Source: an optimization exercise on an open RTL-to-GDS flow (aim: small area and a short achievable clock period). Production flows keep margins and buffers that such runs may drop.
In this exercise RTL edits were held to simulation tests only and were not proved equivalent to the original.
Power and IR drop assume default switching activity.

## north
==> flow/design.v (excerpt) <==
module cpu (
    input clk,
    input reset,
    output reg [31:0] iaddr,
    input [31:0] idata,
    output reg [31:0] daddr,
    input [31:0] drdata,
    output reg [31:0] dwdata,
    output reg [3:0] dwe,
    output [32*32-1:0] registers
);
Size in the first run: roughly 5900 cells after synthesis, ~1200 I/O pins, roughly 0.054 mm^2 of cells after synthesis.
clock: 12.0 ns
lec_check: 0
cap_margin: 40
core_margin: 2
core_utilization: 30
cts_buf_list: sky130_fd_sc_hd__clkbuf_8
cts_cluster_diameter: 50
cts_cluster_size: 16
place_density: 0.5
setup_slack_margin: 5
slew_margin: 20
synth_hierarchical: 1
tns_end_percent: 25
standard.sh (not shown) runs the stock make flow with config.mk's settings and CLKGATE_MAP_FILE= SYNTH_SCRIPT=/design/flow/synth_recipe.tcl, a recipe that flattens the netlist after the stock synthesis.
==> flow/flow/run.sh <==
#!/bin/bash
# Standard ORFS layout (the standard.sh) with four changes: the port
# buffers use the smallest buffer cell, global routing reserves more of
# met1/met2 (flow/fastroute.tcl) so that detailed routing converges sooner,
# clock tree synthesis adds no dummy loads, and timing repair may resize
# cells to other footprints at every stage (the platform allows that only
# after global routing).
set -euo pipefail
HERE=$(pwd)
bash standard.sh BUFFER_PORTS_ARGS="-buffer_cell sky130_fd_sc_hd__buf_1" \
    FASTROUTE_TCL="$HERE/flow/fastroute.tcl" \
    CTS_ARGS="-sink_clustering_enable -repair_clock_nets -dont_use_dummy_load -buf_list sky130_fd_sc_hd__clkbuf_8 -sink_clustering_size 16 -sink_clustering_max_diameter 50" \
    MATCH_CELL_FOOTPRINT=0 \
    finish > make_finish.log 2>&1
==> flow/flow/fastroute.tcl <==
# Global routing resources: leave more of met1 and met2 free than the
# platform default, so that more wiring goes to the upper layers.
set_global_routing_layer_adjustment met1 0.5
set_global_routing_layer_adjustment met2 0.3
set_global_routing_layer_adjustment met3-$::env(MAX_ROUTING_LAYER) 0.15

set_routing_layers -clock $::env(MIN_CLK_ROUTING_LAYER)-$::env(MAX_ROUTING_LAYER)
set_routing_layers -signal $::env(MIN_ROUTING_LAYER)-$::env(MAX_ROUTING_LAYER)
The flow did not stop early for north: all stages ran, and the layout cleared the timing, design-rule and antenna checks.
## Diff of input files: south against north
# north
export LEC_CHECK = 0
export CAP_MARGIN = 40
export CORE_MARGIN = 2
export CORE_UTILIZATION = 30
export CTS_BUF_LIST = sky130_fd_sc_hd__clkbuf_8
export CTS_CLUSTER_DIAMETER = 50
export CTS_CLUSTER_SIZE = 16
export PLACE_DENSITY = 0.5
export SETUP_SLACK_MARGIN = 5
export SLEW_MARGIN = 20
export SYNTH_HIERARCHICAL = 1
export TNS_END_PERCENT = 25
create_clock -name core_clock -period 12.0 [get_ports {clk}]
# south
export LEC_CHECK = 0
export CAP_MARGIN = 40
export CORE_MARGIN = 2
export CORE_UTILIZATION = 36
export CTS_BUF_LIST = sky130_fd_sc_hd__clkbuf_8
export CTS_CLUSTER_DIAMETER = 50
export CTS_CLUSTER_SIZE = 16
export PLACE_DENSITY = 0.6
export SETUP_SLACK_MARGIN = 4.5
export SLEW_MARGIN = 20
export SYNTH_HIERARCHICAL = 1
export TNS_END_PERCENT = 10
create_clock -name core_clock -period 12.0 [get_ports {clk}]
==> summary.txt <==
In summary, north completed successfully, with a layout that passed the timing, design-rule and antenna checks.
south finished every stage and its layout cleared the timing, design-rule and antenna checks.
south vs north — overall fraction of global-route tracks in use rose 4.1 points.
Logic depth of the worst register-to-register path in south is 7 higher than in north
south vs north, start point of the critical path: idata[18] vs idata[19]
south against north: total power saw a decrease; cell area after layout saw a decrease; final period utilization comparable; routed length on met1 lower.

========
## oak
Starting RTL as in the previous note.
// cpu
module cpu (
    input clk,
    input reset,
    output reg [31:0] iaddr,
    input [31:0] idata,
    output reg [31:0] daddr,
    input [31:0] drdata,
    output reg [31:0] dwdata,
    output reg [3:0] dwe,
    output [32*32-1:0] registers
);
export LEC_CHECK = 0
export CAP_MARGIN = 40
export CORE_MARGIN = 2
export CORE_UTILIZATION = 30
export CTS_BUF_LIST = sky130_fd_sc_hd__clkbuf_8
export CTS_CLUSTER_DIAMETER = 50
export CTS_CLUSTER_SIZE = 16
export GPL_ROUTABILITY_DRIVEN = 0
export PLACE_DENSITY = 0.55
export SETUP_SLACK_MARGIN = 4.5
export SLEW_MARGIN = 20
export SYNTH_HIERARCHICAL = 1
export TNS_END_PERCENT = 10
create_clock -name core_clock -period 12.0 [get_ports {clk}]
Scripts as last shown in full above: flow/flow/run.sh, flow/flow/fastroute.tcl
Modified inputs, pine compared to oak
Settings: PLACE_DENSITY changed from 0.55 to 0.5; GPL_ROUTABILITY_DRIVEN removed (was 0).
- Against oak, worst setup slack in pine came out better.
- pine vs. oak: routed length on met3 went down by 5.7%.
- pine ends up with higher met1 wire length than oak does.
- The layout buffering overhead excluding clock cells in pine sits 0.40 points below the value recorded for oak.
- pine vs oak: length in cells of the worst reg-to-reg path up
- pine against oak: via count shrank by 774; final standard cell area without fillers lower; cell leakage power decreased 0.19 nW; clock distribution area overhead in the final layout now larger.
- Summary — via density per instance, pine relative to oak: lower, by 0.88%.

[separate check: timing with driven ports]
How much do the figures lean on ideal ports? The routed layouts below were timed once more, with nothing changed but the port constraints. Step 1: set_driving_cell puts a clkbuf_16 on clk and a buf_2 on each other input, an assumption about the parent block. Step 2 moves the port delays by t, midway between the first and last clock arrival at a register: inputs arrive t later, outputs are due t later. That takes back most of the time a late clock gives input paths. Three values: ideal ports, drivers, drivers and shift; two values: the first two.
run	t (ns)	setup WS [ns]	hold WS [ns]	worst setup path after step 2	cell pins on the clock port's net
north	1.029	3.645 / 3.587 / 3.587	0.527 / 0.527 / 0.527	input to output	1
south	0.961	3.652 / 3.579 / 3.399	0.528 / 0.528 / 0.528	input to register	1
oak	0.995	3.558 / 3.531 / 3.366	0.527 / 0.527 / 0.527	input to register	1
pine	1.018	3.714 / 3.659 / 3.373	0.524 / 0.524 / 0.524	input to register	1
After both steps every run listed still meets setup and hold. The setup slack of pine, which loses most, moves by -0.055 ns with the drivers and by -0.341 ns with both steps.
